Source: an optimization exercise on an open RTL-to-GDS flow (aim: small area and a short achievable clock period). Production flows keep margins and buffers that such runs may drop.
RTL that was checked went through simulation tests only; none was proved equivalent to the original.
Only the layout flow was run in runs 1 and 6; the RTL was not checked for function there.
Power figures rest on the tool's default switching activity, not on a simulated workload.

## flow/design.v (module list and top-level ports; edited modules follow where they fit)
// module mul32lo: 1250 lines
// module c_a222oi: 3 lines
// module c_a21oi: 3 lines
// module c_o21ai: 3 lines
// module c_o22ai: 3 lines
// module c_nand2: 3 lines
// module c_nand3: 3 lines
// module c_nand4: 3 lines
// module c_nor2: 3 lines
// module c_inv: 3 lines
// module c_xor2: 3 lines
// module c_xnor2: 3 lines
// module c_fa: 4 lines
// module c_ha: 4 lines
// module c_or3: 3 lines
// module c_nor3: 3 lines
// module c_o31ai: 3 lines
// module c_mux2: 3 lines
// module c_nand4b: 3 lines
// module register_bank: 103 lines
// module arctos32_top: 152 lines
// module alu_add: 3 lines
// module alu_shl: 3 lines
// module alu_logic: 8 lines
module arctos32_top (
    input         clock,
    input         reset,
    output [26:0] imem_addr,
    output        imem_en,
    input  [31:0] imem_rdata,
    output [22:0] dmem_addr,
    output [31:0] dmem_wdata,
    output        dmem_we,
    output        dmem_re,
    input  [31:0] dmem_rdata
);
  // ...
==> flow/flow/run.sh <==
#!/bin/bash
# Own flow: the standard layout (standard synthesis included, unchanged)
# with changes that only steer optimisation; the SDC is unchanged:
#  - repair_timing is asked for a setup margin (flow/margin.txt), so the
#    layout is optimised for a shorter period than the 25 ns constraint;
#  - the port buffers are buf_4 (buffer_ports would otherwise pick a slow
#    delay cell);
#  - clock tree synthesis clusters the sinks more coarsely and adds no dummy
#    loads (a smaller clock tree; every register still gets the clock
#    through the same balanced tree);
set -euo pipefail
MARGIN=$(cat flow/margin.txt)
bash standard.sh synth > standard_synth.log 2>&1
bash standard.sh SETUP_SLACK_MARGIN=$MARGIN POST_GLOBAL_ROUTE_TCL=$PWD/flow/post_grt.tcl \
    "BUFFER_PORTS_ARGS=-buffer_cell sky130_fd_sc_hd__buf_4" \
    "CTS_ARGS=-sink_clustering_enable -repair_clock_nets -dont_use_dummy_load -sink_clustering_size 24 -sink_clustering_max_diameter 70" \
    finish > standard_flow.log 2>&1
==> flow/flow/margin.txt <==
18.5
==> flow/flow/post_grt.tcl <==
# Sourced by ORFS's global_route.tcl (POST_GLOBAL_ROUTE_TCL) after its
# repair_timing: repair max slew and capacitance once more, with a wider
# margin, then legalise and re-route the changed nets incrementally.
puts "post_grt: repair_design after repair_timing"
estimate_parasitics -global_routing
repair_design -slew_margin 35 -cap_margin 35 -verbose
global_route -start_incremental
detailed_placement
global_route -end_incremental
estimate_parasitics -global_routing
report_check_types -max_slew -max_cap -violators
==> flow/standard.sh <==
#!/bin/bash
# synth_recipe.tcl (not shown) runs the flow's synth.tcl, then flattens the netlist and writes it again
# the make line also repeats each setting of config.mk as NAME=value (left out here)
make -C /OpenROAD-flow-scripts/flow DESIGN_CONFIG=/design/flow/config.mk WORK_HOME=/design/flow/orfs CLKGATE_MAP_FILE= SYNTH_SCRIPT=/design/flow/synth_recipe.tcl "${@:-finish}"
==> flow/config.mk <==
export PLATFORM = sky130hd
export DESIGN_NAME = arctos32_top
export DESIGN_NICKNAME = arctos32_top
export VERILOG_FILES = /design/flow/design.v
export SDC_FILE = /design/flow/constraint.sdc
export NUM_CORES = 8
export LEC_CHECK = 0
export CAP_MARGIN = 20
export CORE_MARGIN = 2
export CORE_UTILIZATION = 50
export SLEW_MARGIN = 20
export SYNTH_HIERARCHICAL = 1
==> flow/constraint.sdc <==
create_clock -name core_clock -period 25.0 [get_ports {clock}]
set_input_delay 5.0000 -clock core_clock [delete_from_list [all_inputs] [get_ports {clock}]]
set_output_delay 5.0000 -clock core_clock [all_outputs]
set_load 0.01 [all_outputs]
==> impl_metrics.json, run 1 <==
{
  "path_max_fanout": 8,
  "synthTopCellsByCount": "992 x edfxtp_1, 648 x a222oi_1, 563 x nand2_1",
  "multi_input_area_um2": 31600,
  "pg_clk_uw": 1190,
  "drt_wl_total_um": 263000,
  "clkSinkCount": 1151,
  "top_layer_used": "met5",
  "hp-class": "flip-flop to flip-flop",
  "largest_register_ffs": 992,
  "antenna_found_initial": 3,
  "worst_r2r_endpoint": "RB.r[28].d[27]$_DFFE_PP_",
  "vias_per_cell": 7.49,
  "pwr-share-clk_pct": 23.4,
  "place_inst": 7044,
  "final_cell_mix": "992 x edfxtp_1, 648 x a222oi_1, 518 x nand2_1, 407 x buf_4, 291 x xor2_1",
  "power_leader": "sequential cells",
  "cts_buffers": 79,
  "vias": 54700,
  "multi_input_area_share_pct": 42.2,
  "synthCells": 5187,
  "final_max_slew_viol_count": 0,
  "dr.pass1.iters": 13,
  "timing.fmax_ghz": 0.149,
  "clk_share_pct": 2.65,
  "slowest_stage": "nand4_1",
  "clockRootBuffer": "clkbuf_16",
  "start_util_pct": 50.5,
  "multi_input_gates": 3738,
  "crit_type": "input port to flip-flop",
  "status": "complete, no violations",
  "signal_buffers": 550,
  "cts_tree": "built",
  "yosys_most_used_dff": "edfxtp_1"
}
==> module register_bank, before the edit <==
module register_bank (
    input         clock,
    input         reset,
    input         we,        
    input  [4:0]  wa,
    input  [31:0] wd,
    input         ra_sel,    
    input  [4:0]  ra0,
    input  [4:0]  ra1,
    input  [4:0]  rb,        
    input         rb_off,    
    output [31:0] qa_n,      
    output [31:0] qb_n       
);
reg  [31:1] valid;
wire [31:1] wsel;
wire [31:0] q [0:31];
assign q[0] = 32'd0;
genvar k, j;
generate
    for (k = 1; k < 32; k = k + 1) begin : r
        reg [31:0] d;
        assign wsel[k] = we & (wa == k);
        always @(posedge clock)
            if (wsel[k])
                d <= wd;
        assign q[k] = d;
    end
endgenerate
always @(posedge clock or negedge reset)
    if (!reset)
        valid <= 31'd0;
    else
        valid <= valid | wsel;
wire [31:0] s_a, s_b;        
wire [31:0] s_a2, s_b2;      
wire [4:0]  ra0_n, ra1_n, rb_n;
wire        ra_sel_n;
wire [7:0]  pa0_n, pa1_n, pb_n;      
wire [3:0]  ph0, ph1, phb;           
wire [31:1] rd_ok = valid & ~wsel;
c_inv isel (.Y(ra_sel_n), .A(ra_sel));
generate
    for (k = 0; k < 5; k = k + 1) begin : li
        c_inv ia0 (.Y(ra0_n[k]), .A(ra0[k]));
        c_inv ia1 (.Y(ra1_n[k]), .A(ra1[k]));
        c_inv ib  (.Y(rb_n[k]),  .A(rb[k]));
    end
    for (k = 0; k < 8; k = k + 1) begin : p
        c_nand4 pa0 (.Y(pa0_n[k]), .A(k & 1 ? ra0[0] : ra0_n[0]), .B(k & 2 ? ra0[1] : ra0_n[1]),
                     .C(k & 4 ? ra0[2] : ra0_n[2]), .D(ra_sel_n));
        c_nand4 pa1 (.Y(pa1_n[k]), .A(k & 1 ? ra1[0] : ra1_n[0]), .B(k & 2 ? ra1[1] : ra1_n[1]),
                     .C(k & 4 ? ra1[2] : ra1_n[2]), .D(ra_sel));
        c_nand4b pb (.Y(pb_n[k]),  .A_N(rb_off), .B(k & 1 ? rb[0] : rb_n[0]),
                     .C(k & 2 ? rb[1] : rb_n[1]), .D(k & 4 ? rb[2] : rb_n[2]));
    end
    for (k = 0; k < 4; k = k + 1) begin : h
        c_nor2 h0 (.Y(ph0[k]), .A(k & 1 ? ra0_n[3] : ra0[3]), .B(k & 2 ? ra0_n[4] : ra0[4]));
        c_nor2 h1 (.Y(ph1[k]), .A(k & 1 ? ra1_n[3] : ra1[3]), .B(k & 2 ? ra1_n[4] : ra1[4]));
        c_nor2 hb (.Y(phb[k]), .A(k & 1 ? rb_n[3] : rb[3]),   .B(k & 2 ? rb_n[4] : rb[4]));
    end
    for (k = 1; k < 32; k = k + 1) begin : s
        wire ha0_n, ha1_n, hb_n;
        c_nand2 ha0 (.Y(ha0_n), .A(rd_ok[k]), .B(ph0[k / 8]));
        c_nand2 ha1 (.Y(ha1_n), .A(rd_ok[k]), .B(ph1[k / 8]));
        c_nand2 hb  (.Y(hb_n),  .A(rd_ok[k]), .B(phb[k / 8]));
        c_o22ai sa  (.Y(s_a[k]),  .A1(pa0_n[k % 8]), .A2(ha0_n), .B1(pa1_n[k % 8]), .B2(ha1_n));
        c_o22ai sa2 (.Y(s_a2[k]), .A1(pa0_n[k % 8]), .A2(ha0_n), .B1(pa1_n[k % 8]), .B2(ha1_n));
        c_nor2  sb  (.Y(s_b[k]),  .A(pb_n[k % 8]), .B(hb_n));
        c_nor2  sb2 (.Y(s_b2[k]), .A(pb_n[k % 8]), .B(hb_n));
    end
endgenerate
assign s_a[0]  = 1'b0;
assign s_b[0]  = 1'b0;
assign s_a2[0] = 1'b0;
assign s_b2[0] = 1'b0;
generate
    for (j = 0; j < 32; j = j + 1) begin : b
        wire [31:0] sa = j < 16 ? s_a : s_a2;
        wire [31:0] sb = j < 16 ? s_b : s_b2;
        wire [10:0] na, nb;      
        for (k = 0; k < 10; k = k + 1) begin : t
            c_a222oi ua (.Y(na[k]),
                .A1(sa[3*k+1]), .A2(q[3*k+1][j]), .B1(sa[3*k+2]), .B2(q[3*k+2][j]),
                .C1(sa[3*k+3]), .C2(q[3*k+3][j]));
            c_a222oi ub (.Y(nb[k]),
                .A1(sb[3*k+1]), .A2(q[3*k+1][j]), .B1(sb[3*k+2]), .B2(q[3*k+2][j]),
                .C1(sb[3*k+3]), .C2(q[3*k+3][j]));
        end
        c_nand2 la (.Y(na[10]), .A(sa[31]), .B(q[31][j]));
        c_nand2 lb (.Y(nb[10]), .A(sb[31]), .B(q[31][j]));
        wire [2:0] oa, ob;
        c_nand4 a0 (.Y(oa[0]), .A(na[0]), .B(na[1]), .C(na[2]), .D(na[3]));
        c_nand4 a1 (.Y(oa[1]), .A(na[4]), .B(na[5]), .C(na[6]), .D(na[7]));
        c_nand3 a2 (.Y(oa[2]), .A(na[8]), .B(na[9]), .C(na[10]));
        c_nand4 b0 (.Y(ob[0]), .A(nb[0]), .B(nb[1]), .C(nb[2]), .D(nb[3]));
        c_nand4 b1 (.Y(ob[1]), .A(nb[4]), .B(nb[5]), .C(nb[6]), .D(nb[7]));
        c_nand3 b2 (.Y(ob[2]), .A(nb[8]), .B(nb[9]), .C(nb[10]));
        c_nor3  oqa (.Y(qa_n[j]), .A(oa[0]), .B(oa[1]), .C(oa[2]));
        c_nor3  oqb (.Y(qb_n[j]), .A(ob[0]), .B(ob[1]), .C(ob[2]));
    end
endgenerate
endmodule
==> inputs of run 2 (changes only) <==
--- a/flow/design.v
+++ b/flow/design.v
@@ -1345,3 +1345,2 @@
 wire [7:0]  pa0_n, pa1_n, pb_n;      
-wire [3:0]  ph0, ph1, phb;           
 wire [31:1] rd_ok = valid & ~wsel;
@@ -1362,12 +1361,7 @@
     end
-    for (k = 0; k < 4; k = k + 1) begin : h
-        c_nor2 h0 (.Y(ph0[k]), .A(k & 1 ? ra0_n[3] : ra0[3]), .B(k & 2 ? ra0_n[4] : ra0[4]));
-        c_nor2 h1 (.Y(ph1[k]), .A(k & 1 ? ra1_n[3] : ra1[3]), .B(k & 2 ? ra1_n[4] : ra1[4]));
-        c_nor2 hb (.Y(phb[k]), .A(k & 1 ? rb_n[3] : rb[3]),   .B(k & 2 ? rb_n[4] : rb[4]));
-    end
     for (k = 1; k < 32; k = k + 1) begin : s
         wire ha0_n, ha1_n, hb_n;
-        c_nand2 ha0 (.Y(ha0_n), .A(rd_ok[k]), .B(ph0[k / 8]));
-        c_nand2 ha1 (.Y(ha1_n), .A(rd_ok[k]), .B(ph1[k / 8]));
-        c_nand2 hb  (.Y(hb_n),  .A(rd_ok[k]), .B(phb[k / 8]));
+        c_nand3 ha0 (.Y(ha0_n), .A(rd_ok[k]), .B(k & 8 ? ra0[3] : ra0_n[3]), .C(k & 16 ? ra0[4] : ra0_n[4]));
+        c_nand3 ha1 (.Y(ha1_n), .A(rd_ok[k]), .B(k & 8 ? ra1[3] : ra1_n[3]), .C(k & 16 ? ra1[4] : ra1_n[4]));
+        c_nand3 hb  (.Y(hb_n),  .A(rd_ok[k]), .B(k & 8 ? rb[3] : rb_n[3]),   .C(k & 16 ? rb[4] : rb_n[4]));
         c_o22ai sa  (.Y(s_a[k]),  .A1(pa0_n[k % 8]), .A2(ha0_n), .B1(pa1_n[k % 8]), .B2(ha1_n));
--- a/flow/flow/run.sh
+++ b/flow/flow/run.sh
@@ -10,2 +10,7 @@
 #    through the same balanced tree);
+#  - timing is repaired once, after clock tree synthesis; global routing
+#    skips its own incremental repair (SKIP_INCREMENTAL_REPAIR), and
+#    flow/post_grt.tcl repairs max slew and capacitance after it instead.
+# make's output goes to standard_synth.log and standard_flow.log; each ORFS
+# step writes its own log under orfs/logs.
 set -euo pipefail
@@ -14,2 +19,3 @@
 bash standard.sh SETUP_SLACK_MARGIN=$MARGIN POST_GLOBAL_ROUTE_TCL=$PWD/flow/post_grt.tcl \
+    SKIP_INCREMENTAL_REPAIR=1 \
     "BUFFER_PORTS_ARGS=-buffer_cell sky130_fd_sc_hd__buf_4" \
--- a/flow/flow/post_grt.tcl
+++ b/flow/flow/post_grt.tcl
@@ -1,3 +1,3 @@
-# Sourced by ORFS's global_route.tcl (POST_GLOBAL_ROUTE_TCL) after its
-# repair_timing: repair max slew and capacitance once more, with a wider
+# Sourced by ORFS's global_route.tcl (POST_GLOBAL_ROUTE_TCL) after global
+# routing: repair max slew and capacitance once more, with a wider
 # margin, then legalise and re-route the changed nets incrementally.
==> run 2 against run 1 <==
Against the previous run:
- still clean on timing, DRC and antenna
- sequential power barely moved
- total power fell by 0.76%
- die area rose by 0.11%
- non-clock buffer count fell by 82
- worst setup slack got worse by 57 ps
- area after synthesis rose by 0.11%
- routed wire length rose by 3.3%
- combinational power fell by 3%
- critical path depth fell by 1
- worst hold slack improved by 19 ps
- clock power barely moved
==> impl_metrics.json, run 2 <==
{
  "status": "complete, no violations",
  "cts_tree": "built",
  "r2r_cells": 17,
  "min_period_ps": 6770,
  "insertion_delay_ps": 740,
  "place_inst": 7124,
  "async_flop_share_pct": 6.17,
  "cts.htree.levels": 3,
  "final_cell_mix": "992 x edfxtp_1, 648 x a222oi_1, 442 x nand2_1, 398 x buf_4, 299 x o22ai_1",
  "syn_to_final_growth_pct": 13.1,
  "worstReg2RegStart": "ir[25]$_DFF_PN0_",
  "final_area_um2": 73100,
  "dieArea_um2": 132000,
  "path_max_fanout": 20,
  "finalSetupViolCount": 0,
  "fin_cells": 7292,
  "rrSetupSlack_ps": 18230,
  "ys.warnings.count": 8,
  "clockRootBuffer": "clkbuf_16",
  "cts_buffers": 81,
  "worst_r2r_endpoint": "RB.r[7].d[8]$_DFFE_PP_",
  "drt_iter0_markers": 11000,
  "hpwl_um": 189000,
  "cts-resized-gates": 191,
  "die_y_um": 364,
  "hold_buffers": 0,
  "synthTopCellsByCount": "992 x edfxtp_1, 648 x a222oi_1, 470 x nand2_1",
  "timing.fmax_ghz": 0.148,
  "grt_max_degree": 67,
  "synth_top_area_share_pct": 46.0,
  "p_leak_uw": 0.0256,
  "top_register": "RB.r.d",
  "fillers": 10600,
  "multi_input_area_um2": 31000,
  "dr.pass1.iters": 13,
  "synth_edf_count": 992,
  "dpl-instance-area_um2": 69400,
  "timing.slew.headroom_pct": 27.5,
  "pre_cts_slack_ps": 17240,
  "antenna_found_initial": 8,
  "placementRows": 131,
  "vias": 55200,
  "start_util_pct": 50.5,
  "ant_nets": 0,
  "critPathLaunchType": "input port",
  "crit_end": "a[6]$_DFF_P_",
  "clk_pin_slew_ps": 60,
  "period_share_pct": 27.1,
  "fin_nets": 5899,
  "drive_gt1_share_pct": 17.6,
  "yosys_most_used_dff": "edfxtp_1",
  "ys_ff_latch": 1151,
  "powerDensity_nw_per_um2": 68.9,
  "synthMostInstantiatedCell": "edfxtp_1",
  "clk_path_buf_depth": 3,
  "grt_pass1_vias": 52000,
  "yosysTopAreaCell": "edfxtp_1",
  "ys_seq_area_share_pct": 51.5,
  "vdd_drop_max_mv": 0.0798,
  "finClkSkew_ps": 106,
  "setup_tns_ps": 0,
  "final_util_pct": 57.1,
  "hp-class": "flip-flop to flip-flop",
  "hold_violations": 0,
  "clkSinkCount": 1151,
  "final_common_cell": "edfxtp_1",
  "io_buffers": 150,
  "vias_per_cell": 7.56,
  "drt_wl_total_um": 272000,
  "setup_ws_ps": 18230,
  "synthTopCellsByArea": "edfxtp_1 46%, a222oi_1 10%, fa_1 6.6%, xor2_1 4.0%, o22ai_1 3.2%",
  "grt_usage_pct": 40.4,
  "drv_cap": 0,
  "synthCells": 5175,
  "seqCellArea_um2": 33400,
  "io_pins": 151,
  "avgSynthCellArea_um2": 12.5,
  "dieWidth_um": 364,
  "gp_congestion": 1.01,
  "largest_register_ffs": 992,
  "core_area_um2": 128000,
  "grt-ovfl-total": 0,
  "drcViolationCount": 0,
  "ys_types": 105,
  "cp-startpoint": "imem_rdata[27]",
  "post-cts-setup-buffer-count": 68,
  "syn_nets": 5515,
  "grt_first_pass_wirelength_um": 383000,
  "wl_per_cell_um": 37.3,
  "crit_type": "input port to flip-flop",
  "worst-endpoint-arrival_ps": 7370,
  "syn-cell-area_um2": 64700,
  "worstMarginPinSlew_ps": 1080,
  "final_max_slew_viol_count": 0,
  "endpoint_kind": "flip-flop",
  "cp.required_ps": 25590
}
run 2: per-layer routing:
layer  GRT usage, %  part of all wire (%)
met5              0                 0.029
met4           17.6                   5.1
met3           12.3                    15
met2           60.1                    43
met1           54.7                    37
run 2: kinds of logic after synthesis:
| kind of cell | synth area share, % |
|---|---|
| adder cells (fa/ha/maj) | 7.76 |
| XOR/XNOR | 5.27 |
| AO/OA/AOI/OAI | 19.2 |
| buffers and inverters | 2.23 |
| AND/OR/NAND/NOR | 10.5 |
| flip-flops | 51.5 |
| multiplexers | 3.48 |
run 2: how the worst min path moves through the flow:
stage / startpoint / to / slack [ps] / depth (start not counted)
final: RB.valid[1]$_DFF_PN0_ / RB.valid[1]$_DFF_PN0_ / 470 / 1
after CTS: RB.valid[26]$_DFF_PN0_ / RB.valid[26]$_DFF_PN0_ / 470 / 1
after detailed placement: RB.valid[11]$_DFF_PN0_ / RB.valid[11]$_DFF_PN0_ / 460 / 1
after global placement: cf$_DFFE_PN0N_ / cf$_DFFE_PN0N_ / 460 / 2
after floorplan: cf$_DFFE_PN0N_ / cf$_DFFE_PN0N_ / 430 / 2
run 2: critical path, stage by stage:
cell,delay (ps)
buf_8,200
clkinvlp_4,220
nand3_1,210
o22ai_1,120
buf_4,240
a222oi_1,380
nand4_1,560
nor3_2,330
nand2_1,70
run 2: area by class of cell:
type / instances / share of cell area, %
Sequential cell: 1151 / 45.7
Antenna cell: 6 / 0.0205
Inverter: 128 / 0.688
Timing Repair inverter: 3 / 0.0240
Timing Repair Buffer: 468 / 5.47
Tap cell: 1729 / 2.96
Clock buffer: 81 / 2.77
Multi-Input combinational cell: 3726 / 42.4
run 2: per-stage QoR:
stage | hold WS [ps] | total power (uW)
2_1_floorplan | 432 | 3390
3_3_place_gp | 456 | 3770
3_5_place_dp | 462 | 3730
4_1_cts | 475 | 5020
6_report | 474 | 5040
run 2: power breakdown:
| part | leakage, uW | switching [uW] | internal, uW |
|---|---|---|---|
| Clock | 0.000998 | 632 | 571 |
| Sequential | 0.0106 | 15.7 | 2090 |
| Combinational | 0.0140 | 1140 | 592 |
| Total | 0.0256 | 1790 | 3250 |
run 2: per-module statistics from Yosys (local to each module, per instance), a selection:
module,cells inside,flip-flops and latches,copies in the design
c_a222oi,1,0,640
register_bank,1146,1023,1
c_fa,1,0,210
c_o22ai,1,0,318
c_xor2,1,0,281
c_nand2,1,0,328
alu_logic,44,0,1
alu_add,250,0,1
mul32lo,94,0,1
c_inv,1,0,108
c_nand4b,1,0,8
c_ha,1,0,30
c_nand3,1,0,189
c_xnor2,1,0,53
c_nor2,1,0,131
==> inputs of run 3 (changes only) <==
==> flow/flow/margin.txt (replaced) <==
18.75
==> run 3 against run 2 <==
Against the previous run:
- the run now fails in global routing
- area after synthesis unchanged
- synthesized cell count unchanged
==> impl_metrics.json, run 3 <==
{
  "hpwl_um": 193000,
  "dieWidth_um": 364,
  "io_pins": 151,
  "synthMostInstantiatedCell": "edfxtp_1",
  "synth_edf_count": 992,
  "yosys_most_used_dff": "edfxtp_1",
  "clk_path_buf_depth": 3,
  "gp_congestion": 1.08,
  "clkSinkCount": 1151,
  "syn_nets": 5515,
  "ys_seq_area_share_pct": 51.5,
  "ys_ff_latch": 1151,
  "antenna_found_initial": 22,
  "stop_error": "[ERROR EST-0104] inconsistent parasitics state",
  "placementRows": 131,
  "clockRootBuffer": "clkbuf_16",
  "io_buffers": 150,
  "cts.htree.levels": 3,
  "avgSynthCellArea_um2": 12.5,
  "synth_top_area_share_pct": 46.0,
  "synthTopCellsByCount": "992 x edfxtp_1, 648 x a222oi_1, 470 x nand2_1",
  "cts_buffers": 84,
  "synthCells": 5175,
  "yosysTopAreaCell": "edfxtp_1",
  "hold_buffers": 0,
  "status": "did not finish",
  "syn-cell-area_um2": 64700,
  "haltStage": "global routing",
  "ys.warnings.count": 8,
  "async_flop_share_pct": 6.17,
  "pre_cts_slack_ps": 16800,
  "ys_types": 105,
  "start_util_pct": 50.5,
  "grt_max_degree": 49,
  "die_y_um": 364,
  "synthTopCellsByArea": "edfxtp_1 46%, a222oi_1 10%, fa_1 6.6%, xor2_1 4.0%, o22ai_1 3.2%"
}
[run 3: stage by stage]
| step | area [um2] | hold slack [ps] | cells | utilization (%) |
|---|---|---|---|---|
| after floorplan | 65000 | 432 | 5175 | - |
| after global placement | 69200 | 455 | 7071 | 54.1 |
| after detailed placement | 69300 | 462 | 7073 | 54.1 |
| after CTS | 77200 | 475 | 7462 | 60.3 |
[run 3: cell families after synthesis]
group | count (synthesis) | synth area share [%]
fa+ha+maj | 274 | 7.76
flops | 1151 | 51.5
simple gates | 1356 | 10.5
xor+xnor | 389 | 5.27
mux | 134 | 3.48
compound gates | 1571 | 19.2
buf+inv | 300 | 2.23
[run 3: timing repair]
| item | in CTS |
|---|---|
| resized for setup | 648 |
| setup endpoints to repair | 953 |
| pin swaps | 252 |
| cloned | 30 |
| buffers inserted | 275 |
[run 3: how the worst min path moves through the flow]
stage                           startpoint                      to  slack, ps  cells past startpoint
floorplan                   cf$_DFFE_PN0N_          cf$_DFFE_PN0N_        430                      2
global placement            cf$_DFFE_PN0N_          cf$_DFFE_PN0N_        450                      2
detailed placement  RB.valid[27]$_DFF_PN0_  RB.valid[27]$_DFF_PN0_        460                      1
CTS                 RB.valid[27]$_DFF_PN0_  RB.valid[27]$_DFF_PN0_        470                      1
[run 3: power groups by stage]
stage	logic, uW	registers, uW	clock network (uW)
2_1_floorplan	1250	2150	0
3_3_place_gp	1580	2150	0
4_1_cts	1860	2100	1240
3_5_place_dp	1570	2150	0
[run 3: modules after synthesis (local to each module, per instance), excerpt]
module / area, um2 / flops+latches / times used
c_o22ai: 6.26 / 0 / 318
c_inv: 3.75 / 0 / 108
c_nand2: 3.75 / 0 / 328
c_a222oi: 10.0 / 0 / 640
c_ha: 12.5 / 0 / 30
alu_add: 1790 / 0 / 1
c_nor2: 3.75 / 0 / 131
arctos32_top: 7000 / 128 / 1
register_bank: 31300 / 1023 / 1
==> inputs of run 4 (changes only) <==
--- a/flow/flow/run.sh
+++ b/flow/flow/run.sh
@@ -10,7 +10,4 @@
 #    through the same balanced tree);
-#  - timing is repaired once, after clock tree synthesis; global routing
-#    skips its own incremental repair (SKIP_INCREMENTAL_REPAIR), and
-#    flow/post_grt.tcl repairs max slew and capacitance after it instead.
-# make's output goes to standard_synth.log and standard_flow.log; each ORFS
-# step writes its own log under orfs/logs.
+#  - after floorplanning, flow/post_fp.tcl upsizes the gates that drive the
+#    long wires from the register-bank read trees to the operand registers;
 set -euo pipefail
@@ -19,3 +16,3 @@
 bash standard.sh SETUP_SLACK_MARGIN=$MARGIN POST_GLOBAL_ROUTE_TCL=$PWD/flow/post_grt.tcl \
-    SKIP_INCREMENTAL_REPAIR=1 \
+    POST_FLOORPLAN_TCL=$PWD/flow/post_fp.tcl \
     "BUFFER_PORTS_ARGS=-buffer_cell sky130_fd_sc_hd__buf_4" \
==> flow/flow/margin.txt (replaced) <==
18.5
==> flow/flow/post_fp.tcl (new file) <==
# Sourced by ORFS's floorplan.tcl (POST_FLOORPLAN_TCL): upsize the nand gates
# that drive the last stage (nor3) of each register-bank read tree. Those
# nets run from the register bank to the operand registers, a long wire the
# minimum-size nand drives slowly.
set block [ord::get_db_block]
set n 0
foreach inst [$block getInsts] {
  if {![string match "sky130_fd_sc_hd__nor3_*" [[$inst getMaster] getName]]} { continue }
  foreach it [$inst getITerms] {
    if {![$it isInputSignal]} { continue }
    set net [$it getNet]
    if {$net eq "NULL"} { continue }
    foreach d [$net getITerms] {
      if {![$d isOutputSignal]} { continue }
      set di [$d getInst]
      set dm [[$di getMaster] getName]
      if {$dm eq "sky130_fd_sc_hd__nand4_1"} {
        replace_cell $di sky130_fd_sc_hd__nand4_2
        incr n
      } elseif {$dm eq "sky130_fd_sc_hd__nand3_1"} {
        replace_cell $di sky130_fd_sc_hd__nand3_2
        incr n
      }
    }
  }
}
puts "post_fp: upsized $n read-tree nand gates"
--- a/flow/flow/post_grt.tcl
+++ b/flow/flow/post_grt.tcl
@@ -1,3 +1,3 @@
-# Sourced by ORFS's global_route.tcl (POST_GLOBAL_ROUTE_TCL) after global
-# routing: repair max slew and capacitance once more, with a wider
+# Sourced by ORFS's global_route.tcl (POST_GLOBAL_ROUTE_TCL) after its
+# repair_timing: repair max slew and capacitance once more, with a wider
 # margin, then legalise and re-route the changed nets incrementally.
==> run 4 against run 3 <==
Against the previous run:
- the run fails in floorplan
- synthesized cell count stayed put
- area after synthesis unchanged
==> impl_metrics.json, run 4 <==
{
  "syn-cell-area_um2": 64700,
  "start_util_pct": 50.5,
  "async_flop_share_pct": 6.17,
  "stop_error": "[ERROR STA-0124] instance type 'odb__dbInst' is not an instance.",
  "die_y_um": 364,
  "ys_types": 105,
  "synthMostInstantiatedCell": "edfxtp_1",
  "synth_edf_count": 992,
  "dieWidth_um": 364,
  "haltStage": "floorplan",
  "synth_top_area_share_pct": 46.0,
  "synthCells": 5175,
  "ys_ff_latch": 1151,
  "syn_nets": 5515,
  "status": "did not finish",
  "synthTopCellsByCount": "992 x edfxtp_1, 648 x a222oi_1, 470 x nand2_1",
  "avgSynthCellArea_um2": 12.5,
  "yosys_most_used_dff": "edfxtp_1",
  "synthTopCellsByArea": "edfxtp_1 46%, a222oi_1 10%, fa_1 6.6%, xor2_1 4.0%, o22ai_1 3.2%",
  "ys_seq_area_share_pct": 51.5,
  "yosysTopAreaCell": "edfxtp_1",
  "ys.warnings.count": 8,
  "placementRows": 131
}
run 4: cell counts after synthesis:
Identical to the previous run, type by type.
run 4: logic make-up after synthesis:
logic type      after synthesis  share of synthesized area [%]
compound gates             1571                           19.2
xor+xnor                    389                           5.27
fa+ha+maj                   274                           7.76
buf+inv                     300                           2.23
flops                      1151                           51.5
mux                         134                           3.48
simple gates               1356                           10.5
run 4: Yosys stat by module, one instance, submodules excluded, excerpt:
module,times used,cell area (um2),cells inside
c_nand4b,8,8.76,1
c_o22ai,318,6.26,1
c_nand3,189,5.00,1
c_o21ai,71,5.00,1
c_xor2,281,8.76,1
arctos32_top,1,7000,832
register_bank,1,31300,1146
==> inputs of run 5 (changes only) <==
--- a/flow/flow/post_fp.tcl
+++ b/flow/flow/post_fp.tcl
@@ -5,2 +5,5 @@
 set block [ord::get_db_block]
+set db [ord::get_db]
+set nand4_2 [$db findMaster sky130_fd_sc_hd__nand4_2]
+set nand3_2 [$db findMaster sky130_fd_sc_hd__nand3_2]
 set n 0
@@ -17,6 +20,6 @@
       if {$dm eq "sky130_fd_sc_hd__nand4_1"} {
-        replace_cell $di sky130_fd_sc_hd__nand4_2
+        $di swapMaster $nand4_2
         incr n
       } elseif {$dm eq "sky130_fd_sc_hd__nand3_1"} {
-        replace_cell $di sky130_fd_sc_hd__nand3_2
+        $di swapMaster $nand3_2
         incr n
==> run 5 against run 4 <==
Against the previous run:
- area after synthesis is the same
- synthesized cell count did not move
- the run now finishes clean
==> impl_metrics.json, run 5 <==
{
  "grt_use_met1_pct": 53.6,
  "avgSynthCellArea_um2": 12.5,
  "met3_usage_pct": 12.4,
  "cts-resized-gates": 191,
  "crit_chain": "buf_16 > clkinvlp_4 > nand3_2 > o22ai_2 > buf_6 > buf_6 > a222oi_1 > nand4_2 > nor3_4 > nand2_1",
  "final_max_slew_viol_count": 0,
  "drt_iter0_markers": 11400,
  "timing.slew.headroom_pct": 36.2,
  "grt-ovfl-total": 0,
  "synthTopCellsByCount": "992 x edfxtp_1, 648 x a222oi_1, 470 x nand2_1",
  "hold_buffers": 0,
  "p_leak_uw": 0.0273,
  "final_cell_mix": "992 x edfxtp_1, 648 x a222oi_1, 452 x buf_4, 435 x nand2_1",
  "clockRootBuffer": "clkbuf_16",
  "async_flop_share_pct": 6.17,
  "grt.busiest_layer": "met2",
  "status": "complete, no violations",
  "vdd_drop_max_mv": 0.0995,
  "top_register": "RB.r.d",
  "syn_to_final_growth_pct": 18.9,
  "clk_path_buf_depth": 3,
  "ys_ff_latch": 1151,
  "drv_cap": 0,
  "vias_per_cell": 7.61,
  "drive_gt1_share_pct": 24.5,
  "placementRows": 131,
  "antenna_found_initial": 11,
  "ys.warnings.count": 8,
  "holdCritStartpoint": "RB.valid[31]$_DFF_PN0_",
  "post-cts-setup-buffer-count": 85,
  "slowest_delay_ps": 330,
  "dr.pass1.iters": 13,
  "insertion_delay_ps": 760,
  "drt_wl_total_um": 292000,
  "min_period_ps": 6640,
  "syn_nets": 5515,
  "hp-class": "flip-flop to flip-flop",
  "wl_per_cell_um": 39.1,
  "yosysTopAreaCell": "edfxtp_1",
  "crit_type": "input port to flip-flop",
  "whs_endpoint": "RB.valid[31]$_DFF_PN0_",
  "synth_edf_count": 992,
  "worstMarginPinSlew_ps": 947,
  "worst_r2r_endpoint": "RB.r[31].d[27]$_DFFE_PP_",
  "finClkSkew_ps": 124,
  "slowest_stage": "a222oi_1",
  "setup_ws_ps": 18360,
  "cts_buffers": 85,
  "critPathLaunchType": "input port",
  "pre_cts_slack_ps": 17010,
  "ant_nets": 0,
  "start_util_pct": 50.5,
  "grt_pass1_vias": 53100,
  "synthCells": 5175,
  "fin_nets": 6060,
  "yosys_most_used_dff": "edfxtp_1",
  "final_common_cell": "edfxtp_1",
  "clk_pin_slew_ps": 50,
  "setup_tns_ps": 0,
  "period_share_pct": 26.6,
  "synth_top_area_share_pct": 46.0,
  "largest_register_ffs": 992,
  "worst-endpoint-arrival_ps": 7180,
  "clkSinkCount": 1151,
  "io_pins": 151,
  "ys_seq_area_share_pct": 51.5,
  "synthTopCellsByArea": "edfxtp_1 46%, a222oi_1 10%, fa_1 6.6%, xor2_1 4.0%, o22ai_1 3.2%",
  "fillers": 10300,
  "powerDensity_nw_per_um2": 68.5,
  "core_area_um2": 128000,
  "drcViolationCount": 0,
  "grt_first_pass_wirelength_um": 391000,
  "p_total_uw": 5270,
  "grt_use_met2_pct": 64.2,
  "cts.htree.levels": 3,
  "gp_congestion": 1.06,
  "crit_top_cell": "buf_6",
  "hold_violations": 0,
  "timing.fmax_ghz": 0.151,
  "hpwl_um": 195000,
  "endpoint_kind": "flip-flop",
  "grt_usage_pct": 41.7,
  "dieArea_um2": 132000,
  "ys_types": 105,
  "synthMostInstantiatedCell": "edfxtp_1",
  "cts_tree": "built",
  "whs_path_depth": 1,
  "hold_slack_ps": 476,
  "cp.required_ps": 25530,
  "grt_max_degree": 80,
  "vias": 56800,
  "finalSetupViolCount": 0,
  "dieWidth_um": 364,
  "syn-cell-area_um2": 64700,
  "worstReg2RegStart": "b[19]$_DFF_P_",
  "path_max_fanout": 10,
  "r2r_cells": 20,
  "io_buffers": 150,
  "die_y_um": 364,
  "rrSetupSlack_ps": 18530
}
-- run 5: cell counts after synthesis --
Identical to the previous run, type by type.
-- run 5: final cells by class --
type	count	area (um2)	area share (%)
Tap cell	1729	2160	2.81
Inverter	128	517	0.672
Timing Repair inverter	3	22.5	0.0293
Antenna cell	10	25.0	0.0325
Multi-Input combinational cell	3728	32800	42.7
Sequential cell	1151	33400	43.4
Clock buffer	85	2130	2.77
Timing Repair Buffer	623	5860	7.61
-- run 5: worst max path at each step --
stage,cells past startpoint,from,endpoint,slack (ps)
global placement,8,imem_rdata[29],b[1]$_DFF_P_,17060
CTS,10,imem_rdata[14],b[1]$_DFF_P_,18480
floorplan,8,imem_rdata[30],a[10]$_DFF_P_,18390
detailed placement,8,imem_rdata[29],b[1]$_DFF_P_,17010
finish,10,imem_rdata[18],a[14]$_DFF_P_,18360
-- run 5: power by group --
group	internal (uW)	leakage (uW)	switching [uW]
clock network	598	0.00105	649
registers	2090	0.0106	15.9
logic	675	0.0157	1240
total	3360	0.0273	1910
-- run 5: logic make-up (layout without fill, tap and decap cells) --
kind of cell	after synthesis	after routing	share of synthesized area [%]
adder cells (fa/ha/maj)	274	274	7.76
other	0	10	0
AO/OA/AOI/OAI	1571	1573	19.2
multiplexers	134	134	3.48
buffers and inverters	300	839	2.23
flip-flops	1151	1151	51.5
AND/OR/NAND/NOR	1356	1358	10.5
XOR/XNOR	389	389	5.27
-- run 5: per-stage QoR --
stage / util, % / cell area (um2) / cells
6_report: 60.1 / 76900 / 7457
2_1_floorplan: - / 64800 / 5175
4_1_cts: 58.2 / 74400 / 7315
3_3_place_gp: 55.2 / 70600 / 7135
3_5_place_dp: 55.2 / 70700 / 7137
-- run 5: routing by layer --
metal	share of wire, %	vias up	wire, um
met1	35	28300	102000
met3	14	961	42300
met2	44	4781	129000
met5	0.064	-	186
met4	6.6	6	19200
li1	-	22700	-
-- run 5: per-module statistics from Yosys (local to each module, per instance), excerpt --
module     cells  flops+latches
alu_logic     44              0
alu_shl      183              0
c_a222oi       1              0
c_inv          1              0
c_nand3        1              0
c_nor3         1              0
c_xnor2        1              0
mul32lo       94              0
-- run 5: critical path: cells and delay by family --
family	cells	cell delay [ps]
compound gates	2	450
simple gates	4	920
buf+inv	4	770
==> module arctos32_top, before the edit <==
module arctos32_top (
    input         clock,
    input         reset,
    output [26:0] imem_addr,
    output        imem_en,
    input  [31:0] imem_rdata,
    output [22:0] dmem_addr,
    output [31:0] dmem_wdata,
    output        dmem_we,
    output        dmem_re,
    input  [31:0] dmem_rdata
);
genvar j;
reg  [31:0] ir;         
reg  [31:0] a, b;       
reg  [26:0] pc;
reg         zf, cf;
wire [2:0] op     = ir[31:29];
wire       is_rr  = (op == 3'd0);
wire       is_imm = (op == 3'd1);
wire       is_li  = (op == 3'd2);
wire       is_mem = (op == 3'd3);
wire       is_br  = (op == 3'd4);
wire       stop   = ir[31] & (ir[30] | ir[29]);    
wire       is_alu = is_rr | is_imm;
wire [3:0] f      = ir[28:25];
always @(posedge clock or negedge reset)
    if (!reset)
        ir[31:24] <= 8'b010_00000;
    else
        ir[31:24] <= {imem_rdata[31:29] | {3{stop}}, imem_rdata[28:24]};
always @(posedge clock)
    ir[23:0] <= imem_rdata[23:0];
wire take = is_br & ((ir[28:27] == 2'd0) | ((ir[28:27] == 2'd1) &  zf) |
                     ((ir[28:27] == 2'd2) & ~zf) | ((ir[28:27] == 2'd3) & cf));
always @(posedge clock or negedge reset)
    if (!reset)
        pc <= 27'd0;
    else if (!stop)
        pc <= take ? ir[26:0] : pc + 27'd1;
wire [2:0] op_nxt = imem_rdata[31:29] | {3{stop}};
reg        en_q, we_q, re_q;
always @(posedge clock or negedge reset)
    if (!reset) begin
        en_q <= 1'b1;
        we_q <= 1'b0;
        re_q <= 1'b0;
    end else begin
        en_q <= ~(op_nxt[2] & (op_nxt[1] | op_nxt[0]));
        we_q <= (op_nxt == 3'd3) &  imem_rdata[28];
        re_q <= (op_nxt == 3'd3) & ~imem_rdata[28];
    end
assign imem_addr = pc;
assign imem_en   = en_q;
wire [31:0] wd, wd_f;    
wire        we = is_alu | is_li | (is_mem & ~ir[28]);
wire [4:0]  wa = is_li ? ir[28:24] : (is_mem ? ir[27:23] : ir[24:20]);
wire [31:0] nx     = imem_rdata;
wire [4:0]  ra_nxt = nx[30] ? nx[27:23] : nx[19:15];
wire [4:0]  rb_nxt = nx[14:10];
wire [31:0] qa_n, qb_n;
register_bank RB (.clock(clock), .reset(reset), .we(we), .wa(wa), .wd(wd),
                  .ra_sel(nx[30]), .ra0(nx[19:15]), .ra1(nx[27:23]), .rb(rb_nxt), .rb_off(nx[29]),
                  .qa_n(qa_n), .qb_n(qb_n));
wire        fwd_a = we & (wa == ra_nxt) & (|ra_nxt);
wire        fwd_b = we & ~nx[29] & (wa == rb_nxt) & (|rb_nxt);
wire [31:0] a_d, b_d;
wire [31:0] imm_n = ~({32{nx[29]}} & {{17{nx[14]}}, nx[14:0]});    
generate
    for (j = 0; j < 32; j = j + 1) begin : fw
        wire ta, tb;
        c_nand2 a0 (.Y(ta), .A(wd_f[j]), .B(fwd_a));
        c_nand2 a2 (.Y(a_d[j]), .A(ta), .B(qa_n[j]));
        c_nand2 b0 (.Y(tb), .A(wd_f[j]), .B(fwd_b));
        c_nand3 b2 (.Y(b_d[j]), .A(tb), .B(qb_n[j]), .C(imm_n[j]));
    end
endgenerate
always @(posedge clock) begin
    a <= a_d;
    b <= b_d;
end
wire        f_add = (f == 4'd0), f_sub = (f == 4'd1), f_mul = (f == 4'd2);
wire        f_inc = (f == 4'd10), f_dec = (f == 4'd11);
wire        f_shl = (f == 4'd12), f_shr = (f == 4'd13);
wire        use_b = f_add | f_sub;
wire        inv_b = f_sub | f_dec;
wire        cin   = f_sub | f_inc;
wire [31:0] bx    = ({32{use_b}} & b) ^ {32{inv_b}};
wire [31:0] sum;
wire        cout;
alu_add ADD (.a(a), .b(bx), .cin(cin), .sum(sum), .cout(cout));
function [31:0] rev32(input [31:0] x);
    integer i;
    for (i = 0; i < 32; i = i + 1)
        rev32[i] = x[31-i];
endfunction
wire        sh_small = ~|b[31:5];
wire [31:0] sh_in    = f[0] ? rev32(a) : a;      
wire [31:0] shl_raw;
alu_shl SHL (.x(sh_in), .s(b[4:0]), .y(shl_raw));
wire [31:0] shr_raw  = rev32(shl_raw);
reg  [3:0]  tt;
always @* begin
    case (f)
        4'd3:    tt = 4'b1000;    
        4'd4:    tt = 4'b1110;    
        4'd5:    tt = 4'b0011;    
        4'd6:    tt = 4'b0001;    
        4'd7:    tt = 4'b0111;    
        4'd8:    tt = 4'b0110;    
        4'd9:    tt = 4'b1001;    
        default: tt = 4'b0000;
    endcase
end
wire [31:0] lgc;
alu_logic LGC (.a(a), .b(b), .t(tt), .y(lgc));
wire        s_sum = f_add | f_sub | f_inc | f_dec;
wire        s_shl = f_shl & sh_small;
wire        s_shr = f_shr & sh_small;
wire [31:0] fast  = ({32{s_sum}} & sum) | lgc | ({32{s_shl}} & shl_raw) | ({32{s_shr}} & shr_raw);
wire [31:0] prod;
mul32lo MUL (.a(a), .b(b), .p(prod));
wire za = ~|a, zb = ~|b;
wire zfast = ~|fast;
wire zshl  = ~sh_small & (|b[31:6] | ~|shl_raw) | (sh_small & za);
wire z_new = f_mul ? (za | zb) :
             f_shl ? zshl :
             (zfast & ~(cout & (f_add | f_inc)));
wire c_new = (f_add & cout) | (f_sub & (cout | ir[29]));
always @(posedge clock or negedge reset)
    if (!reset) begin
        zf <= 1'b1;
        cf <= 1'b0;
    end else if (is_alu) begin
        zf <= z_new;
        cf <= c_new;
    end
wire        msel    = is_alu & f_mul;
wire [31:0] other_n = ~(msel ? 32'd0 : (is_alu ? fast : (is_li ? {{8{ir[23]}}, ir[23:0]} : dmem_rdata)));
generate
    for (j = 0; j < 32; j = j + 1) begin : w
        wire t;
        c_nand2 m0 (.Y(t), .A(prod[j]), .B(msel));
        c_nand2 m1 (.Y(wd[j]), .A(t), .B(other_n[j]));
        c_nand2 m2 (.Y(wd_f[j]), .A(t), .B(other_n[j]));
    end
endgenerate
assign dmem_addr  = ir[22:0];
assign dmem_wdata = a;
assign dmem_we    = we_q;     
assign dmem_re    = re_q;     
endmodule
==> inputs of run 6 (changes only) <==
--- a/flow/design.v
+++ b/flow/design.v
@@ -1306,2 +1306,5 @@
 endmodule
+module c_nor4 (output Y, input A, B, C, D);
+    assign Y = ~(A | B | C | D);
+endmodule
 module register_bank (
@@ -1318,3 +1321,5 @@
     output [31:0] qa_n,      
-    output [31:0] qb_n       
+    output [31:0] qa_n2,
+    output [31:0] qb_n,      
+    output [31:0] qb_n2
 );
@@ -1380,22 +1385,20 @@
         wire [31:0] sb = j < 16 ? s_b : s_b2;
-        wire [10:0] na, nb;      
-        for (k = 0; k < 10; k = k + 1) begin : t
-            c_a222oi ua (.Y(na[k]),
-                .A1(sa[3*k+1]), .A2(q[3*k+1][j]), .B1(sa[3*k+2]), .B2(q[3*k+2][j]),
-                .C1(sa[3*k+3]), .C2(q[3*k+3][j]));
-            c_a222oi ub (.Y(nb[k]),
-                .A1(sb[3*k+1]), .A2(q[3*k+1][j]), .B1(sb[3*k+2]), .B2(q[3*k+2][j]),
-                .C1(sb[3*k+3]), .C2(q[3*k+3][j]));
+        wire [31:0] ta, tb;              
+        assign ta[0] = 1'b1;
+        assign tb[0] = 1'b1;
+        for (k = 1; k < 32; k = k + 1) begin : t
+            c_nand2 ua (.Y(ta[k]), .A(sa[k]), .B(q[k][j]));
+            c_nand2 ub (.Y(tb[k]), .A(sb[k]), .B(q[k][j]));
+        end
+        wire [7:0] pa, pb;               
+        c_nand3 a0 (.Y(pa[0]), .A(ta[1]), .B(ta[2]), .C(ta[3]));
+        c_nand3 b0 (.Y(pb[0]), .A(tb[1]), .B(tb[2]), .C(tb[3]));
+        for (k = 1; k < 8; k = k + 1) begin : g
+            c_nand4 a (.Y(pa[k]), .A(ta[4*k]), .B(ta[4*k+1]), .C(ta[4*k+2]), .D(ta[4*k+3]));
+            c_nand4 b (.Y(pb[k]), .A(tb[4*k]), .B(tb[4*k+1]), .C(tb[4*k+2]), .D(tb[4*k+3]));
         end
-        c_nand2 la (.Y(na[10]), .A(sa[31]), .B(q[31][j]));
-        c_nand2 lb (.Y(nb[10]), .A(sb[31]), .B(q[31][j]));
-        wire [2:0] oa, ob;
-        c_nand4 a0 (.Y(oa[0]), .A(na[0]), .B(na[1]), .C(na[2]), .D(na[3]));
-        c_nand4 a1 (.Y(oa[1]), .A(na[4]), .B(na[5]), .C(na[6]), .D(na[7]));
-        c_nand3 a2 (.Y(oa[2]), .A(na[8]), .B(na[9]), .C(na[10]));
-        c_nand4 b0 (.Y(ob[0]), .A(nb[0]), .B(nb[1]), .C(nb[2]), .D(nb[3]));
-        c_nand4 b1 (.Y(ob[1]), .A(nb[4]), .B(nb[5]), .C(nb[6]), .D(nb[7]));
-        c_nand3 b2 (.Y(ob[2]), .A(nb[8]), .B(nb[9]), .C(nb[10]));
-        c_nor3  oqa (.Y(qa_n[j]), .A(oa[0]), .B(oa[1]), .C(oa[2]));
-        c_nor3  oqb (.Y(qb_n[j]), .A(ob[0]), .B(ob[1]), .C(ob[2]));
+        c_nor4 na0 (.Y(qa_n[j]),  .A(pa[0]), .B(pa[1]), .C(pa[2]), .D(pa[3]));
+        c_nor4 na1 (.Y(qa_n2[j]), .A(pa[4]), .B(pa[5]), .C(pa[6]), .D(pa[7]));
+        c_nor4 nb0 (.Y(qb_n[j]),  .A(pb[0]), .B(pb[1]), .C(pb[2]), .D(pb[3]));
+        c_nor4 nb1 (.Y(qb_n2[j]), .A(pb[4]), .B(pb[5]), .C(pb[6]), .D(pb[7]));
     end
@@ -1463,6 +1466,6 @@
 wire [4:0]  rb_nxt = nx[14:10];
-wire [31:0] qa_n, qb_n;
+wire [31:0] qa_n, qa_n2, qb_n, qb_n2;
 register_bank RB (.clock(clock), .reset(reset), .we(we), .wa(wa), .wd(wd),
                   .ra_sel(nx[30]), .ra0(nx[19:15]), .ra1(nx[27:23]), .rb(rb_nxt), .rb_off(nx[29]),
-                  .qa_n(qa_n), .qb_n(qb_n));
+                  .qa_n(qa_n), .qa_n2(qa_n2), .qb_n(qb_n), .qb_n2(qb_n2));
 wire        fwd_a = we & (wa == ra_nxt) & (|ra_nxt);
@@ -1475,5 +1478,5 @@
         c_nand2 a0 (.Y(ta), .A(wd_f[j]), .B(fwd_a));
-        c_nand2 a2 (.Y(a_d[j]), .A(ta), .B(qa_n[j]));
+        c_nand3 a2 (.Y(a_d[j]), .A(ta), .B(qa_n[j]), .C(qa_n2[j]));
         c_nand2 b0 (.Y(tb), .A(wd_f[j]), .B(fwd_b));
-        c_nand3 b2 (.Y(b_d[j]), .A(tb), .B(qb_n[j]), .C(imm_n[j]));
+        c_nand4 b2 (.Y(b_d[j]), .A(tb), .B(qb_n[j]), .C(qb_n2[j]), .D(imm_n[j]));
     end
--- a/flow/flow/run.sh
+++ b/flow/flow/run.sh
@@ -10,4 +10,2 @@
 #    through the same balanced tree);
-#  - after floorplanning, flow/post_fp.tcl upsizes the gates that drive the
-#    long wires from the register-bank read trees to the operand registers;
 set -euo pipefail
@@ -16,3 +14,2 @@
 bash standard.sh SETUP_SLACK_MARGIN=$MARGIN POST_GLOBAL_ROUTE_TCL=$PWD/flow/post_grt.tcl \
-    POST_FLOORPLAN_TCL=$PWD/flow/post_fp.tcl \
     "BUFFER_PORTS_ARGS=-buffer_cell sky130_fd_sc_hd__buf_4" \
removed: flow/flow/post_fp.tcl
==> run 6 against run 5 <==
Against the previous run:
- via count rose by 8.8%
- area after synthesis grew 5.9%
- synthesized cell count rose by 32%
- flip-flop and latch count stayed put
- critical endpoint is now b[3]$_DFF_P_
- largest power group unchanged
- highest routed layer unchanged
==> impl_metrics.json, run 6 <==
{
  "ys_types": 104,
  "crit_chain": "buf_12 > inv_8 > nand4b_1 > buf_4 > nor2_4 > buf_12 > nand2_2 > nand4_1 > nor4_4 > nand4_1",
  "place_inst": 8851,
  "fin_nets": 7679,
  "dr.pass1.iters": 8,
  "cts-resized-gates": 225,
  "avgSynthCellArea_um2": 10.0,
  "core_area_um2": 136000,
  "io_pins": 151,
  "dieArea_um2": 140000,
  "top_register": "RB.r.d",
  "timing.fmax_ghz": 0.137,
  "syn_nets": 7179,
  "io_buffers": 150,
  "drt_iter0_markers": 9480,
  "whs_endpoint": "cf$_DFFE_PN0N_",
  "ys_seq_area_share_pct": 48.6,
  "hp-class": "flip-flop to flip-flop",
  "final_cell_mix": "2321 x nand2_1, 992 x edfxtp_1, 513 x nand4_1, 426 x buf_4, 315 x o22ai_1",
  "grt_max_degree": 50,
  "cp_num_buf_inv": 4,
  "yosys_most_used_dff": "edfxtp_1",
  "cp.depth": 10,
  "path_max_fanout": 6,
  "holdCritStartpoint": "cf$_DFFE_PN0N_",
  "slowest_stage": "nand4_1",
  "whs_path_depth": 2,
  "synth-xor-area-share_pct": 4.97,
  "fillers": 11400,
  "cp_top_family": "simple AND/OR/NAND/NOR gates",
  "finalSetupViolCount": 0,
  "cts_tree": "built",
  "vias_per_cell": 6.76,
  "dieWidth_um": 374,
  "grt_usage_pct": 41.5,
  "powerDensity_nw_per_um2": 64.0,
  "largest_register_ffs": 992,
  "crit_type": "input port to flip-flop",
  "r2r_cells": 14,
  "final_area_um2": 79500,
  "drt_wl_total_um": 301000,
  "post-cts-setup-buffer-count": 82,
  "cp.required_ps": 25180,
  "cts.htree.levels": 3,
  "synthTopCellsByCount": "2358 x nand2_1, 992 x edfxtp_1, 513 x nand4_1",
  "vdd_drop_max_mv": 0.0803,
  "endpoint_kind": "flip-flop",
  "hold_buffers": 0,
  "synth_top_family_by_area": "simple AND/OR/NAND/NOR gates",
  "worst-endpoint-arrival_ps": 7490,
  "final_util_pct": 58.5,
  "wl_per_cell_um": 33.0,
  "vias": 61800,
  "synthMostInstantiatedCell": "nand2_1",
  "drive_gt1_share_pct": 16.8,
  "ys_ff_latch": 1151,
  "wl_met1_um": 109000,
  "placementRows": 135,
  "grt-ovfl-total": 0,
  "synthAdderAreaFrac_pct": 7.32,
  "critPathLaunchType": "input port",
  "final_max_slew_viol_count": 0,
  "min_period_ps": 7310,
  "grt_pass1_vias": 57100,
  "yosysTopAreaCell": "edfxtp_1",
  "timing.slew.headroom_pct": 26.4,
  "synth.area.mux_share_pct": 3.28,
  "antenna_found_initial": 11,
  "worst_r2r_endpoint": "RB.r[22].d[10]$_DFFE_PP_",
  "synth_top_area_share_pct": 43.5,
  "rrSetupSlack_ps": 18590,
  "routed-wl-met3_um": 41800,
  "final_common_cell": "nand2_1",
  "synth_compound_area_share_pct": 8.82,
  "start_util_pct": 50.5,
  "worstMarginPinSlew_ps": 1100,
  "clk_pin_slew_ps": 30,
  "gp_congestion": 1.04,
  "top_layer_used": "met5",
  "hold_violations": 0,
  "drcViolationCount": 0,
  "fin_cells": 9128,
  "clk_path_buf_depth": 3,
  "hold_slack_ps": 459,
  "insertion_delay_ps": 770,
  "slowest_delay_ps": 850,
  "grt_first_pass_wirelength_um": 415000,
  "status": "complete, no violations",
  "synthCells": 6839,
  "die_y_um": 374,
  "synthSimpleGateAreaFrac_pct": 24.9,
  "cts_buffers": 85,
  "setup_tns_ps": 0,
  "ant_nets": 0,
  "async_flop_share_pct": 6.17,
  "hpwl_um": 204000,
  "synth_edf_count": 992,
  "clkSinkCount": 1151,
  "ys.warnings.count": 8,
  "met2_length_um": 128000,
  "p_leak_uw": 0.0288,
  "drv_cap": 0,
  "syn_to_final_growth_pct": 16.0,
  "synthTopCellsByArea": "edfxtp_1 43%, nand2_1 13%, fa_1 6.2%, nand4_1 4.7%, xor2_1 3.8%",
  "dpl-instance-area_um2": 73500,
  "clockRootBuffer": "clkbuf_16",
  "period_share_pct": 29.2,
  "finClkSkew_ps": 135,
  "worstReg2RegStart": "ir[27]$_DFF_PN0_",
  "syn-cell-area_um2": 68500
}
==> run 6: changes by cell type after synthesis <==
cell and delta:
nand4_1 +352, nor4_2 +128, nor3_2 -64, nand2_1 +1888
a222oi_1 -640
==> run 6: worst reg2reg max path, stage by stage, from the launching register on <==
cell	delay (ps)
dfrtp_1	800
inv_1	320
and3_1	220
buf_4	260
a21oi_1	190
a21oi_1	90
fa_1	450
fa_1	450
a211oi_1	390
o211ai_1	220
a21boi_0	280
xnor2_1	210
a221o_1	410
a221oi_1	920
nand2_2	720
==> run 6: area by class of cell <==
cell class	instances	area, um2	area share [%]
well taps	1781	2230	2.80
repair inverters	1	7.51	0.00944
clock buffers	85	2130	2.68
flip-flops and latches	1151	33400	42.0
repair buffers	583	5740	7.22
inverters	128	519	0.653
diodes	10	25.0	0.0315
multi-input cells	5389	35400	44.6
==> run 6: cells by family after synthesis <==
family | Yosys count
flops | 1151
xor+xnor | 389
compound gates | 931
buf+inv | 300
fa+ha+maj | 274
mux | 134
simple gates | 3660
==> run 6: worst max path at each step <==
stage	start	endpoint	slack, ps
6_report	imem_rdata[10]	b[3]$_DFF_P_	17690
4_1_cts	imem_rdata[12]	b[3]$_DFF_P_	17850
3_3_place_gp	imem_rdata[29]	b[3]$_DFF_P_	16450
2_1_floorplan	imem_rdata[30]	a[10]$_DFF_P_	18370
3_5_place_dp	imem_rdata[29]	b[3]$_DFF_P_	16400
==> run 6: Yosys stat by module, one instance, submodules excluded, a selection <==
module	flops+latches	cells inside	area [um2]	copies in the design
alu_add	0	250	1790	1
mul32lo	0	94	644	1
c_nand4b	0	1	8.76	8
alu_shl	0	183	1770	1
alu_logic	0	44	781	1
c_xnor2	0	1	8.76	53
c_ha	0	1	12.5	30
==> run 6: layer usage <==
layer | GRT usage [%] | vias up
met4 | 24.7 | 6
li1 | - | 25900
met3 | 11.9 | 1108
met1 | 54.7 | 29900
met5 | 0 | -
met2 | 61.0 | 4776
==> run 6: per-stage QoR <==
step                      worst slack [ps]  total power (uW)
final                                17690              5090
after CTS                            17850              4930
after detailed placement             16400              3650
after global placement               16450              3680
after floorplan                      18370              3390
==> run 6: power breakdown <==
part | switching (uW) | internal, uW | leakage [uW]
sequential | 21.7 | 2090 | 0.0106
clock | 651 | 597 | 0.00105
combinational | 1100 | 630 | 0.0172
total | 1770 | 3310 | 0.0288

## afterwards: timing with drivers on the ports
The flow's constraints put no driver on any port. The routed layouts listed below were extracted and timed again, unchanged, in two steps.
Step 1 (the two cells are an assumption about what drives the block):
set clk [get_ports {clock}]
set_driving_cell -lib_cell sky130_fd_sc_hd__clkbuf_16 $clk
set_driving_cell -lib_cell sky130_fd_sc_hd__buf_2 [delete_from_list [all_inputs] $clk]
Step 2 also shifts input and output timing later by t, the mid clock arrival at the registers, as if the neighbouring blocks saw the same clock.
Three values: ideal ports, drivers, drivers and shift; two values: the first two.
run	shift t [ns]	setup WS [ns]	worst setup path at the end	cell pins on the clock port's net
run 1	0.742	18.285 / 18.231 / 17.489	input to register	1
run 2	0.763	18.228 / 18.155 / 17.392	input to register	1
run 5	0.768	18.356 / 18.157 / 17.389	input to register	1
run 6	0.778	17.692 / 17.488 / 16.710	input to register	1
After both steps every run listed still meets setup and hold. For run 6, which loses most, drivers alone change the setup slack by -0.204 ns; drivers and shift together by -0.982 ns.
